Source: an optimization exercise on an open RTL-to-GDS flow (aim: small area). Production flows keep margins and buffers that such runs may drop.
Function was checked by simulation only, so behaviour that the tests miss may differ from the original.
The clock port is modelled as an ideal driver; clocking choices that lean on that would not hold on a real chip.
Power and IR drop assume default switching activity.

Setup of run a:
==> flow/design.v (excerpt) <==
module drsstc_sfp_transceiver_top (
    input           CLK_40M,
    input           RST_N,
    input   [7:0]   IN,
    output  [7:0]   OUT,
    input   [2:0]   LV_IN,
    output  [2:0]   LV_OUT,
    input   [7:0]   DIP_SW1,
    input   [7:0]   DIP_SW2,
    output  [1:0]   LED_TX,
    output  [1:0]   LED_RX,
    input           SFP_LOSS_SIG,
    output          SFP_RATE_SEL,
    output          SFP_TX_DIS_N,
    input           SFP_TX_FLT,
    input           LVDS_DAT_OUT,
    output          LVDS_DAT_IN,
    output          LVDS_DRV_EN,
    output          LVDS_RCV_EN_N,
    output          TP1,
    output          TP2
    );
Size: roughly 420 cells after synthesis, ~62 flip-flops, ~54 I/O pins, about 4000 µm² of cells after synthesis.
clock: 25.0 ns
lec_check: 0
cap_margin: 20
core_margin: 2
core_utilization: 40
slew_margin: 20
run.sh (not shown) runs the stock make flow with config.mk's settings and CLKGATE_MAP_FILE= SYNTH_SCRIPT=/design/flow/synth_recipe.tcl, a recipe that flattens the netlist after the stock synthesis.
Every stage of the flow completed for run a, and the final layout passed the timing, design-rule and antenna checks.
--- input diff run a..run b ---
-- flow/design.v --
<<< run a, line 256
        end else begin
            r_ser <= r_ser + 2'd1;
            if (r_ser == 2'd3) begin
                r_bit <= w_bit9 ? 4'd0 : r_bit + 4'd1;
            end
            if (w_frm) begin
                r_frm <= r_frm + 8'd1;
                if (r_frm == 8'hff) begin
                    r_hi <= r_hi + 3'd1;
                end
                if (r_hi == 3'd3 && r_frm == 8'd231) begin
                    r_boot1 <= 1'b1;
                end
                if (r_hi == 3'd7 && r_frm == 8'd207) begin
                    r_boot2 <= 1'b1;
                end
            end
        end
>>> run b, line 256
        end else begin
            r_ser <= r_ser + 2'd1;
            r_bit <= (w_bit9 & (r_ser == 2'd3)) ? 4'd0 : r_bit + {3'd0, (r_ser == 2'd3)};
            {r_hi, r_frm} <= {r_hi, r_frm} + {10'd0, w_frm};
            if (w_frm && r_hi == 3'd3 && r_frm == 8'd231) begin
                r_boot1 <= 1'b1;
            end
            if (w_frm && r_hi == 3'd7 && r_frm == 8'd207) begin
                r_boot2 <= 1'b1;
            end
        end
<<< run a, line 356
        if (~w_rst_n) begin
            r_bitCnt <= 4'd0;
            r_sat <= 1'b1;
            r_locked <= 1'b0;
        end else if (r_DataEn) begin
            if (w_k28_det || w_capture) begin
                r_bitCnt <= 4'd0;
            end else begin
                r_bitCnt <= r_bitCnt + 4'd1;
            end
            if (w_k28_det) begin
                r_sat <= 1'b0;
>>> run b, line 349
        if (~w_rst_n) begin
            r_bitCnt <= 4'd0;
        end else begin
            r_bitCnt <= (r_DataEn & (w_k28_det | w_capture)) ? 4'd0 : r_bitCnt + {3'd0, r_DataEn};
        end
    end
    always @(posedge w_clk or negedge w_rst_n) begin
        if (~w_rst_n) begin
            r_sat <= 1'b1;
            r_locked <= 1'b0;
        end else if (r_DataEn) begin
            if (w_k28_det) begin
                r_sat <= 1'b0;
<<< run a, line 377
    end
    always @(posedge w_clk) begin
        if (r_DataEn) begin
            if (w_k28_det) begin
                r_gap <= 8'd0;
            end else if (w_capture) begin
                r_gap <= r_gap + 8'd1;
            end
        end
    end
    reg             r_capture_FF;
>>> run b, line 371
    end
    always @(posedge w_clk) begin
        r_gap <= (r_DataEn & w_k28_det) ? 8'd0 : r_gap + {7'd0, r_DataEn & w_capture};
    end
    reg             r_capture_FF;
Results
- Run b finished end to end and its layout was clean on timing, DRC and antenna.
- Measured against run b, the post-route cell area of run a comes out at 1.09 times the reference value.
- From run a to run b the numbers moved as follows: peak ir drop on the vdd network went down, die extent in x now smaller, final design utilization dropped 0.61 points.
- Compared with run a, in run b final antenna diode count was more or less identical, worst setup slack went down by 26 ps, power went down by 3.1%.
- As far as number of sequential storage elements goes, run b and run a are indistinguishable; the numbers are identical.
- In run b relative to run a, cell count after synthesis had gone down by more than 10%.
- The floorplan die area in run b sits 7.3% below the value recorded for run a.


== red ==
Another version of the RTL of drsstc_sfp_transceiver_top (not shown whole).
Size in the first run: roughly 300 cells after synthesis, ~61 flip-flops, about 3100 um2 of cells after synthesis.
clock: 25.0 ns
lec_check: 0
cap_margin: 20
core_margin: 2
core_utilization: 65
slew_margin: 20
standard.sh (not shown) runs the stock make flow with config.mk's settings and CLKGATE_MAP_FILE= SYNTH_SCRIPT=/design/flow/synth_recipe.tcl, a recipe that flattens the netlist after the stock synthesis.
==> flow/flow/run.sh <==
#!/bin/bash
set -euo pipefail
bash standard.sh \
  "POST_FLOORPLAN_TCL=$PWD/flow/downsize.tcl" \
  "PRE_CTS_TCL=$PWD/flow/clock_tree.tcl" \
  "CTS_ARGS=-repair_clock_nets -dont_use_dummy_load" \
  "BUFFER_PORTS_ARGS=-buffer_cell sky130_fd_sc_hd__buf_1" \
  SKIP_REPAIR_TIE_FANOUT=1 \
  finish > flow_make.log 2>&1
Other scripts of this flow, unchanged in this note and not shown: flow/flow/clock_tree.tcl, flow/flow/downsize.tcl
diff inputs: red => blue
-- flow/design.v --
<<< red, line 459
        end
    end
    wire            w_txbit;
    tx_bit tx_bit_inst (
        .v ( r_bit ),
>>> blue, line 459
        end
    end
    wire            w_symbit;
    tx_bit tx_bit_inst (
        .v ( r_bit ),
<<< red, line 469
        .J ( r_lastbit ),
        .first ( w_first ),
        .txbit ( w_txbit )
    );
    reg             r_serialData;
    always @(posedge w_clk or negedge w_rst_n) begin
>>> blue, line 469
        .J ( r_lastbit ),
        .first ( w_first ),
        .txbit ( w_symbit )
    );
    wire            w_txbit = ~w_first & w_symbit;
    reg             r_serialData;
    always @(posedge w_clk or negedge w_rst_n) begin
--- outcome ---
- Re worst max-slew margin expressed relative to the limit: blue is 5.0 points up on red.
- blue and red ended up with roughly the same area of the mapped netlist.
- blue and red ended up with nearly the same final design utilization.
- Across both runs, worst setup margin was lower for blue than for red.
- blue vs. red: pin slew with the least headroom to its limit went down by 0.074 ns; layout-stage area growth over the synthesis result was more or less identical; compound-cell area share of the yosys netlist went down by 0.33 points; power after layout went up by 0.65%; design area was more or less identical.


## job 5412
Another version of the RTL of drsstc_sfp_transceiver_top (not shown whole).
Size: about 290 cells after synthesis, about 60 flip-flops, about 54 I/O pins.
clock: 25.0 ns
lec_check: 0
cap_margin: 20
core_margin: 2
core_utilization: 65
slew_margin: 20
Scripts as last shown in full above: flow/flow/run.sh
Other scripts of this flow, unchanged in this note and not shown: flow/flow/clock_tree.tcl, flow/flow/downsize.tcl
The following lists how job 777 was set up differently from job 5412:
--- a/flow/design.v
+++ b/flow/design.v
@@ -447,27 +447,29 @@
             end
             if (~r_gapok) begin
                 r_locked <= 1'b0;
             end else if (w_k28_det) begin
                 r_locked <= w_gap_end;
             end
         end
     end
     always @(posedge w_clk) begin
         r_gap <= (r_DataEn & w_k28_det) ? 8'd0 : r_gap + {7'd0, r_DataEn & w_capture};
     end
-    reg             r_out_trig;
+    reg             r_capture_FF;
+    reg             r_k28_5_det_FF;
     always @(posedge w_clk) begin
-        r_out_trig <= r_DataEn & w_capture & ~w_k28_det;
+        r_capture_FF <= w_capture;
+        r_k28_5_det_FF <= w_k28_det;
     end
-    wire            w_out_trig = r_out_trig;
+    wire            w_out_trig = r_capture_FF & ~w_capture & ~r_k28_5_det_FF;
     reg             r_RawPls;
     reg             r_Option;
     wire            w_RawPls_next, w_Option_next;
     rx_decode rx_decode_inst (
         .s ( {r_shift10, r_shift[9:1]} ),
         .lk ( r_locked ),
         .tr ( w_out_trig ),
         .rpo ( r_RawPls ),
         .opo ( r_Option ),
         .rpn ( w_RawPls_next ),
         .opn ( w_Option_next )
==> notes.md <==
From job 777 to job 5412, count of input and output buffers did not move at all.
Diff job 5412 -> job 777: period utilization essentially unchanged; global-route usage decreased 1.2 points; post-route total power increased about 1.4%.
Higher core utilization goes to job 777 over job 5412.

## afterwards: timing with drivers on the ports
No port has a modelled driver above. Below, the same layouts with a new extraction and two added sets of constraints. Step 1 (the two cells are an assumption about what drives the block):
set clk [get_ports {CLK_40M}]
set_driving_cell -lib_cell sky130_fd_sc_hd__clkbuf_16 $clk
set_driving_cell -lib_cell sky130_fd_sc_hd__buf_2 [delete_from_list [all_inputs] $clk]
Step 2 adds t to the input delays and takes it off the output delays; t is the mean of the earliest and latest rising clock arrival at the registers after step 1. Input paths then give back, and output paths get back, about the clock's delay inside the block. Three values: ideal ports, drivers, drivers and shift; two values: the first two.
run	t (ns)	setup WS [ns]	hold slack, ns	latest minus earliest clock arrival (ns)
run a	0.366	13.632 / 13.608 / 13.608	0.337 / 0.337 / 0.337	0.017 / 0.016
run b	0.358	13.607 / 13.583 / 13.583	0.337 / 0.337 / 0.337	0.010 / 0.010
red	0.202	14.500 / 14.477 / 14.477	0.062 / 0.062 / 0.062	0.028 / 0.028
blue	0.206	14.495 / 14.474 / 14.474	0.075 / 0.075 / 0.075	0.016 / 0.016
job 5412	0.202	14.505 / 14.478 / 14.478	0.019 / 0.018 / 0.018	0.054 / 0.054
job 777	0.203	14.529 / 14.507 / 14.507	0.076 / 0.076 / 0.076	0.003 / 0.004
After both steps every run listed still meets setup and hold. For job 5412, which loses most, drivers alone change the setup slack by -0.027 ns; drivers and shift together by -0.027 ns.
